Background: an optimization exercise with open tools, aiming at small area, a short achievable clock period and few clock cycles per item. Do not read the settings as production practice.

==> inputs of build 17 <==
==> flow/design.v <==
module ysyx_divunit (
    input             clk,
    input             rstn,
    input             div_valid,
    input             div_word,
    input             div_sign,
    input             alu_sec,
    input      [63:0] dividend,
    input      [63:0] divisor,
    output            res_rdy,
    output     [63:0] div_res
);
localparam S_IDLE = 3'd0, S_SHIFT = 3'd1, S_ITER = 3'd2, S_NEG = 3'd3, S_DONE = 3'd4;
reg  [2:0]  state;
reg  [63:0] rem;      
reg  [63:0] dn;       
reg  [63:0] quo;      
reg  [5:0]  cnt;      
reg  [5:0]  pa_r, pb_r;   
reg         va_r, na_r;
reg         vb_r, nb_r, sec_r, w_r, cin_r, negq_r, negr_r, done_r;
reg         at_r, bt_r;   
reg  [2:0]  f1, f0;
wire [63:0] a64 = div_word ? {{32{div_sign & dividend[31]}}, dividend[31:0]} : dividend;
wire [63:0] b64 = div_word ? {{32{div_sign & divisor[31]}},  divisor[31:0]}  : divisor;
wire        na  = div_sign & a64[63];
wire        nb  = div_sign & b64[63];
wire [63:0] xa  = a64 ^ {64{na}};    
wire [63:0] xb  = b64 ^ {64{nb}};    
function [6:0] msb64(input [63:0] x);
    reg [31:0] v1; reg [1*32-1:0] p1;
    reg [15:0] v2; reg [2*16-1:0] p2;
    reg [7:0]  v3; reg [3*8-1:0]  p3;
    reg [3:0]  v4; reg [4*4-1:0]  p4;
    reg [1:0]  v5; reg [5*2-1:0]  p5;
    integer i;
    begin
        for (i = 0; i < 32; i = i + 1) begin
            v1[i] = x[2*i+1] | x[2*i];
            p1[i] = x[2*i+1];
        end
        for (i = 0; i < 16; i = i + 1) begin
            v2[i] = v1[2*i+1] | v1[2*i];
            p2[2*i +: 2] = v1[2*i+1] ? {1'b1, p1[(2*i+1)*1 +: 1]} : {1'b0, p1[(2*i)*1 +: 1]};
        end
        for (i = 0; i < 8; i = i + 1) begin
            v3[i] = v2[2*i+1] | v2[2*i];
            p3[3*i +: 3] = v2[2*i+1] ? {1'b1, p2[(2*i+1)*2 +: 2]} : {1'b0, p2[(2*i)*2 +: 2]};
        end
        for (i = 0; i < 4; i = i + 1) begin
            v4[i] = v3[2*i+1] | v3[2*i];
            p4[4*i +: 4] = v3[2*i+1] ? {1'b1, p3[(2*i+1)*3 +: 3]} : {1'b0, p3[(2*i)*3 +: 3]};
        end
        for (i = 0; i < 2; i = i + 1) begin
            v5[i] = v4[2*i+1] | v4[2*i];
            p5[5*i +: 5] = v4[2*i+1] ? {1'b1, p4[(2*i+1)*4 +: 4]} : {1'b0, p4[(2*i)*4 +: 4]};
        end
        msb64 = {v5[1] | v5[0], v5[1] ? {1'b1, p5[9:5]} : {1'b0, p5[4:0]}};
    end
endfunction
wire [6:0] ma = msb64(xa);
wire [6:0] mb = msb64(xb);
wire       bz   = (pb_r == 6'd0) & ~vb_r & ~nb_r;              
wire [6:0] dab  = {1'b0, pa_r} - {1'b0, pb_r};                
wire       k0   = bz | (va_r ? (dab[6] & (~na_r | ~(&dab))) : (~na_r | (pb_r != 6'd0)));
wire [5:0] sdif = va_r ? dab[5:0] + {5'd0, na_r} : 6'd0;
wire        fl = ~nb_r;
wire [5:0]  sh = sdif;
wire [63:0] y0 = quo;
wire [63:0] y1 = sh[0] ? {y0[62:0], {1{fl}}}  : y0;
wire [63:0] y2 = sh[1] ? {y1[61:0], {2{fl}}}  : y1;
wire [63:0] y3 = sh[2] ? {y2[59:0], {4{fl}}}  : y2;
wire [63:0] y4 = sh[3] ? {y3[55:0], {8{fl}}}  : y3;
wire [63:0] y5 = sh[4] ? {y4[47:0], {16{fl}}} : y4;
wire [63:0] y6 = sh[5] ? {y5[31:0], {32{fl}}} : y5;
wire        q;
wire [64:0] sum;
add_pfx #(.N(65)) u_add (.a({at_r, rem}), .b({bt_r, dn}), .ci(cin_r), .s(sum), .co(q));
wire [63:0] t = sum[63:0];
wire        qb = q | (sum[64] & ~at_r);
wire last   = (cnt == 6'd0);
wire s_idle = (state == S_IDLE), s_iter = (state == S_ITER);
wire mvq    = s_iter & last & ~sec_r;                 
wire [63:0] alt = s_idle ? xa : (mvq ? {quo[62:0], qb} : rem);
reg  [2:0] nxt;
always @* begin
    nxt = state;
    case (state)
        S_IDLE:  if (div_valid) nxt = S_SHIFT;
        S_SHIFT: nxt = k0 ? ((sec_r & na_r) ? S_NEG : S_DONE) : S_ITER;
        S_ITER:  if (last) nxt = (negq_r | negr_r) ? S_NEG : S_DONE;
        S_NEG:   nxt = S_DONE;
        default: nxt = S_IDLE;
    endcase
end
wire [5:0] cnt_nxt  = (state == S_SHIFT) ? sdif : cnt - 6'd1;
wire       mvq_nxt  = (nxt == S_ITER) & (cnt_nxt == 6'd0) & ~sec_r;
always @(posedge clk or negedge rstn) begin
    if (!rstn) begin
        state  <= S_IDLE;
        done_r <= 1'b0;
        at_r   <= 1'b0;
        bt_r   <= 1'b0;
    end else begin
        state  <= nxt;
        done_r <= (nxt == S_DONE);
        at_r   <= (nxt == S_SHIFT) | (nxt == S_NEG) | ((nxt == S_ITER) & ~mvq_nxt);
        bt_r   <= (nxt == S_SHIFT) | (nxt == S_NEG);
    end
end
always @(posedge clk) begin
    dn  <= s_idle ? 64'd0 :
           (state == S_SHIFT) ? (k0 ? {64{1'b1}} : y6) :
           (s_iter & ~last) ? {1'b1, dn[63:1]} : {64{1'b1}};
    quo <= s_idle ? ~xb : (state == S_SHIFT) ? 64'd0 : {quo[62:0], qb};
end
always @(posedge clk) begin
    rem <= q ? t : alt;
    cnt <= cnt_nxt;
    case (state)
        S_IDLE: begin
            nb_r   <= nb;
            sec_r  <= alu_sec;
            w_r    <= div_word;
            cin_r  <= na;
            negq_r <= ~alu_sec & (na ^ nb);
            negr_r <= alu_sec & na;
            na_r   <= na;
            va_r   <= ma[6];
            vb_r   <= mb[6];
            pa_r   <= ma[5:0];
            pb_r   <= mb[6] ? mb[5:0] : 6'd0;
        end
        S_SHIFT: begin
            cin_r <= ~nb_r & ~k0;
            if (!k0 || sec_r) begin
                f1 <= 3'b111;
                f0 <= 3'b000;
            end else begin                 
                f1 <= {bz & ~na_r & ~w_r, bz & ~na_r, bz};
                f0 <= {bz & ~na_r & ~w_r, bz & ~na_r, bz};
            end
        end
        S_ITER: begin
            if (last) cin_r <= 1'b0;
        end
        S_NEG: begin
            f1 <= 3'b000;
            f0 <= {~w_r, 2'b11};
        end
        default: ;
    endcase
end
genvar gi;
generate
    for (gi = 0; gi < 64; gi = gi + 1) begin : g_out
        localparam integer G = (gi == 0) ? 0 : (gi < 32) ? 1 : 2;
        assign div_res[gi] = rem[gi] ? f1[G] : f0[G];
    end
endgenerate
assign res_rdy = done_r;
endmodule
module add_pfx #(parameter N = 64) (
    input  [N-1:0] a,
    input  [N-1:0] b,
    input          ci,
    output [N-1:0] s,
    output         co
);
localparam M = N + 1;    
reg [M-1:0] g, p;
integer d, i;
always @* begin
    g = {a & b, ci};
    p = {a ^ b, 1'b0};
    for (d = 1; d < M; d = d * 2)
        for (i = M-1; i >= 0; i = i - 1)
            if ((i / d) % 2 == 1) begin
                g[i] = g[i] | (p[i] & g[(i/d)*d - 1]);
                p[i] = p[i] & p[(i/d)*d - 1];
            end
end
assign s  = (a ^ b) ^ g[M-2:0];
assign co = g[M-1];
endmodule
==> flow/flow/run.sh <==
#!/bin/bash
# The standard ORFS layout; the port buffers are buf_1 cells instead of the
# resizer's default pick (a delay buffer). Full make output goes to standard.log.
set -euo pipefail
bash standard.sh "BUFFER_PORTS_ARGS=-buffer_cell sky130_fd_sc_hd__buf_1" SETUP_SLACK_MARGIN=5.5 finish > standard.log 2>&1
==> flow/standard.sh <==
#!/bin/bash
# synth_recipe.tcl (not shown) runs the flow's synth.tcl, then flattens the netlist and writes it again
# the make line also repeats each setting of config.mk as NAME=value (left out here)
make -C /OpenROAD-flow-scripts/flow DESIGN_CONFIG=/design/flow/config.mk WORK_HOME=/design/flow/orfs CLKGATE_MAP_FILE= SYNTH_SCRIPT=/design/flow/synth_recipe.tcl "${@:-finish}"
==> flow/config.mk <==
export PLATFORM = sky130hd
export DESIGN_NAME = ysyx_divunit
export DESIGN_NICKNAME = ysyx_divunit
export VERILOG_FILES = /design/flow/design.v
export SDC_FILE = /design/flow/constraint.sdc
export NUM_CORES = 8
export LEC_CHECK = 0
export CAP_MARGIN = 20
export CORE_MARGIN = 2
export CORE_UTILIZATION = 50
export PLACE_DENSITY = 0.6
export SETUP_SLACK_MARGIN = 5
export SLEW_MARGIN = 20
==> flow/constraint.sdc <==
create_clock -name core_clock -period 10.0 [get_ports {clk}]
set_input_delay 2.0000 -clock core_clock [delete_from_list [all_inputs] [get_ports {clk}]]
set_output_delay 2.0000 -clock core_clock [all_outputs]
set_load 0.01 [all_outputs]
==> inputs of trial 50, as changes to build 17 <==
==> flow/design.v, changed modules only <==
module ysyx_divunit (
    input             clk,
    input             rstn,
    input             div_valid,
    input             div_word,
    input             div_sign,
    input             alu_sec,
    input      [63:0] dividend,
    input      [63:0] divisor,
    output            res_rdy,
    output     [63:0] div_res
);
localparam S_IDLE = 3'd0, S_SHIFT = 3'd1, S_ITER = 3'd2, S_NEG = 3'd3, S_DONE = 3'd4;
reg  [2:0]  state;
reg  [63:0] rem;      
reg  [63:0] dn;       
reg  [63:0] quo;      
reg  [5:0]  cnt;      
reg  [5:0]  pa_r, pb_r;   
reg         va_r, na_r;
reg         vb_r, nb_r, sec_r, w_r, cin_r, negq_r, negr_r, done_r;
reg         at_r, bt_r;   
reg  [2:0]  f1, f0;
wire [63:0] a64 = div_word ? {{32{div_sign & dividend[31]}}, dividend[31:0]} : dividend;
wire [63:0] b64 = div_word ? {{32{div_sign & divisor[31]}},  divisor[31:0]}  : divisor;
wire        na  = div_sign & a64[63];
wire        nb  = div_sign & b64[63];
wire [63:0] xa  = a64 ^ {64{na}};    
wire [63:0] xb  = b64 ^ {64{nb}};    
function [14:0] msb64(input [63:0] x);    
    reg [31:0] v1; reg [1*32-1:0] p1;
    reg [15:0] v2; reg [2*16-1:0] p2;
    reg [7:0]  v3; reg [3*8-1:0]  p3;
    reg [3:0]  v4; reg [4*4-1:0]  p4;
    reg [1:0]  v5; reg [5*2-1:0]  p5;
    integer i;
    begin
        for (i = 0; i < 32; i = i + 1) begin
            v1[i] = x[2*i+1] | x[2*i];
            p1[i] = x[2*i+1];
        end
        for (i = 0; i < 16; i = i + 1) begin
            v2[i] = v1[2*i+1] | v1[2*i];
            p2[2*i +: 2] = v1[2*i+1] ? {1'b1, p1[(2*i+1)*1 +: 1]} : {1'b0, p1[(2*i)*1 +: 1]};
        end
        for (i = 0; i < 8; i = i + 1) begin
            v3[i] = v2[2*i+1] | v2[2*i];
            p3[3*i +: 3] = v2[2*i+1] ? {1'b1, p2[(2*i+1)*2 +: 2]} : {1'b0, p2[(2*i)*2 +: 2]};
        end
        for (i = 0; i < 4; i = i + 1) begin
            v4[i] = v3[2*i+1] | v3[2*i];
            p4[4*i +: 4] = v3[2*i+1] ? {1'b1, p3[(2*i+1)*3 +: 3]} : {1'b0, p3[(2*i)*3 +: 3]};
        end
        for (i = 0; i < 2; i = i + 1) begin
            v5[i] = v4[2*i+1] | v4[2*i];
            p5[5*i +: 5] = v4[2*i+1] ? {1'b1, p4[(2*i+1)*4 +: 4]} : {1'b0, p4[(2*i)*4 +: 4]};
        end
        msb64 = {v3, v5[1] | v5[0], v5[1] ? {1'b1, p5[9:5]} : {1'b0, p5[4:0]}};
    end
endfunction
wire [14:0] ma = msb64(xa);
wire [14:0] mb = msb64(xb);
wire [7:0] ab = ma[14:7], bb = mb[14:7];
wire [7:0] ahi;    
genvar gj;
generate
    for (gj = 0; gj < 8; gj = gj + 1) begin : g_ahi
        assign ahi[gj] = |ab[7:gj];
    end
endgenerate
wire       k0e = na ? |(bb[7:1] & ~ahi[6:0]) : |(bb & ~ahi);
wire       bz   = (pb_r == 6'd0) & ~vb_r & ~nb_r;              
wire [6:0] dab  = {1'b0, pa_r} - {1'b0, pb_r};                
wire       k0   = bz | (va_r ? (dab[6] & (~na_r | ~(&dab))) : (~na_r | (pb_r != 6'd0)));
wire [5:0] sdif = va_r ? dab[5:0] + {5'd0, na_r} : 6'd0;
wire        fl = ~nb_r;
wire [5:0]  sh = sdif;
wire [63:0] y0 = quo;
wire [63:0] y1 = sh[0] ? {y0[62:0], {1{fl}}}  : y0;
wire [63:0] y2 = sh[1] ? {y1[61:0], {2{fl}}}  : y1;
wire [63:0] y3 = sh[2] ? {y2[59:0], {4{fl}}}  : y2;
wire [63:0] y4 = sh[3] ? {y3[55:0], {8{fl}}}  : y3;
wire [63:0] y5 = sh[4] ? {y4[47:0], {16{fl}}} : y4;
wire [63:0] y6 = sh[5] ? {y5[31:0], {32{fl}}} : y5;
wire        q;
wire [64:0] sum;
wire        bt = bt_r & ~((state == S_SHIFT) & k0);
add_pfx #(.N(65)) u_add (.a({at_r, rem}), .b({bt, dn}), .ci(cin_r), .s(sum), .co(q));
wire [63:0] t = sum[63:0];
wire        qb = q | (sum[64] & ~at_r);
wire        q2;
wire [63:0] t2;
add_pfx #(.N(64)) u_add2 (.a(rem), .b({1'b1, dn[63:1]}), .ci(cin_r), .s(t2), .co(q2));
wire last   = (cnt == 6'd0);
wire can2   = (state == S_ITER) & (cnt[5:1] != 5'd0);      
wire skip   = can2 & ~q;                                   
wire take2  = skip & q2;
wire s_idle = (state == S_IDLE), s_iter = (state == S_ITER);
wire mvq    = s_iter & last & ~sec_r;                 
wire [63:0] alt = s_idle ? xa : (mvq ? {quo[62:0], qb} : rem);
reg  [2:0] nxt;
always @* begin
    nxt = state;
    case (state)
        S_IDLE:  if (div_valid) nxt = k0e ? S_DONE : S_SHIFT;
        S_SHIFT: nxt = k0 ? S_DONE : S_ITER;
        S_ITER:  if (last) nxt = (negq_r | negr_r) ? S_NEG : S_DONE;
        S_NEG:   nxt = S_DONE;
        default: nxt = S_IDLE;
    endcase
end
wire [5:0] cnt_m1   = cnt - 6'd1;
wire [5:0] cnt_m2   = cnt - 6'd2;
wire [5:0] cnt_nxt  = (state == S_SHIFT) ? sdif : (skip ? cnt_m2 : cnt_m1);
wire       sd0      = (sdif == 6'd0);
wire       lst_nxt  = (state == S_SHIFT) ? sd0 : (skip ? (cnt == 6'd2) : (cnt == 6'd1));
wire       mvq_nxt  = (nxt == S_ITER) & ~sec_r & lst_nxt;
always @(posedge clk or negedge rstn) begin
    if (!rstn) begin
        state  <= S_IDLE;
        done_r <= 1'b0;
        at_r   <= 1'b0;
        bt_r   <= 1'b0;
    end else begin
        state  <= nxt;
        done_r <= (nxt == S_DONE);
        at_r   <= (nxt == S_SHIFT) | (nxt == S_NEG) | ((nxt == S_ITER) & ~mvq_nxt);
        bt_r   <= (nxt == S_SHIFT) | (nxt == S_NEG);
    end
end
always @(posedge clk) begin
    dn  <= s_idle ? 64'd0 :
           (state == S_SHIFT) ? (k0 ? {64{1'b1}} : y6) :
           (s_iter & ~last) ? (skip ? {2'b11, dn[63:2]} : {1'b1, dn[63:1]}) : {64{1'b1}};
    quo <= s_idle ? ~xb : (state == S_SHIFT) ? 64'd0 : skip ? {quo[61:0], 1'b0, q2} : {quo[62:0], qb};
end
always @(posedge clk) begin
    rem <= q ? t : take2 ? t2 : alt;
    cnt <= cnt_nxt;
    case (state)
        S_IDLE: begin
            nb_r   <= nb;
            sec_r  <= alu_sec;
            w_r    <= div_word;
            cin_r  <= na;
            negq_r <= ~alu_sec & (na ^ nb);
            negr_r <= alu_sec & na;
            na_r   <= na;
            va_r   <= ma[6];
            vb_r   <= mb[6];
            pa_r   <= ma[5:0];
            pb_r   <= mb[6] ? mb[5:0] : 6'd0;
            f1     <= alu_sec ? {~na & ~div_word, ~na, ~na} : 3'b000;
            f0     <= alu_sec ? {na & ~div_word, na, na} : 3'b000;
        end
        S_SHIFT: begin
            cin_r <= ~nb_r;
            if (!k0) begin
                f1 <= 3'b111;
                f0 <= 3'b000;
            end else if (sec_r) begin      
                f1 <= {~na_r & ~w_r, ~na_r, ~na_r};
                f0 <= {na_r & ~w_r, na_r, na_r};
            end else begin                 
                f1 <= {bz & ~na_r & ~w_r, bz & ~na_r, bz};
                f0 <= {bz & ~na_r & ~w_r, bz & ~na_r, bz};
            end
        end
        S_ITER: begin
            if (last) cin_r <= 1'b0;
        end
        S_NEG: begin
            f1 <= 3'b000;
            f0 <= {~w_r, 2'b11};
        end
        default: ;
    endcase
end
genvar gi;
generate
    for (gi = 0; gi < 64; gi = gi + 1) begin : g_out
        localparam integer G = (gi == 0) ? 0 : (gi < 32) ? 1 : 2;
        assign div_res[gi] = rem[gi] ? f1[G] : f0[G];
    end
endgenerate
assign res_rdy = done_r;
endmodule
==> flow/flow/run.sh (replaced) <==
#!/bin/bash
set -euo pipefail
bash standard.sh "BUFFER_PORTS_ARGS=-buffer_cell sky130_fd_sc_hd__buf_1" \
  "CTS_ARGS=-sink_clustering_enable -repair_clock_nets -dont_use_dummy_load" \
  SETUP_SLACK_MARGIN=6.0 finish > standard.log 2>&1
Settings changed: CORE_UTILIZATION 50 to 60, PLACE_DENSITY 0.6 to 0.7.
==> notes <==
In build 17 the maximum frequency is higher than in trial 50, by 6.8%. Against build 17, the non-clock buffer count of trial 50 is higher by 296. Cell area: trial 50 is higher than build 17 (about 50%). In trial 50 the synthesized cell count is larger than in build 17, by 27%. Against build 17, the via count of trial 50 is larger by about 55%. Cell count: build 17 is smaller than trial 50 (about 23%). In sequential cell count, build 17 and trial 50 do not differ.
Function was not checked in any run of this note: the RTL went through the layout flow alone.

port drivers added, routing unchanged:
Ports are ideal in the flow. The routed layouts listed here were re-timed in OpenROAD.
Step 1, drivers: a clkbuf_16 drives clk and a buf_2 each remaining input, both assumed.
Step 2 moves the port delays by t, midway between the first and last clock arrival at a register: inputs arrive t later, outputs are due t later. That takes back most of the time a late clock gives input paths.
Slacks: ideal ports / drivers / drivers and shift; pairs: ideal ports / drivers.
| run | t (ns) | setup WS [ns] | worst setup path after step 2 | worst slew at a driven data input, ns |
|---|---|---|---|---|
| build 17 | 0.616 | 5.643 / 5.683 / 5.067 | input to register | 0.06 |
| trial 50 | 0.643 | 5.346 / 5.346 / 4.966 | input to register | 0.08 |
After both steps every run listed still meets setup and hold. For build 17, which loses most, drivers alone change the setup slack by +0.040 ns; drivers and shift together by -0.576 ns.
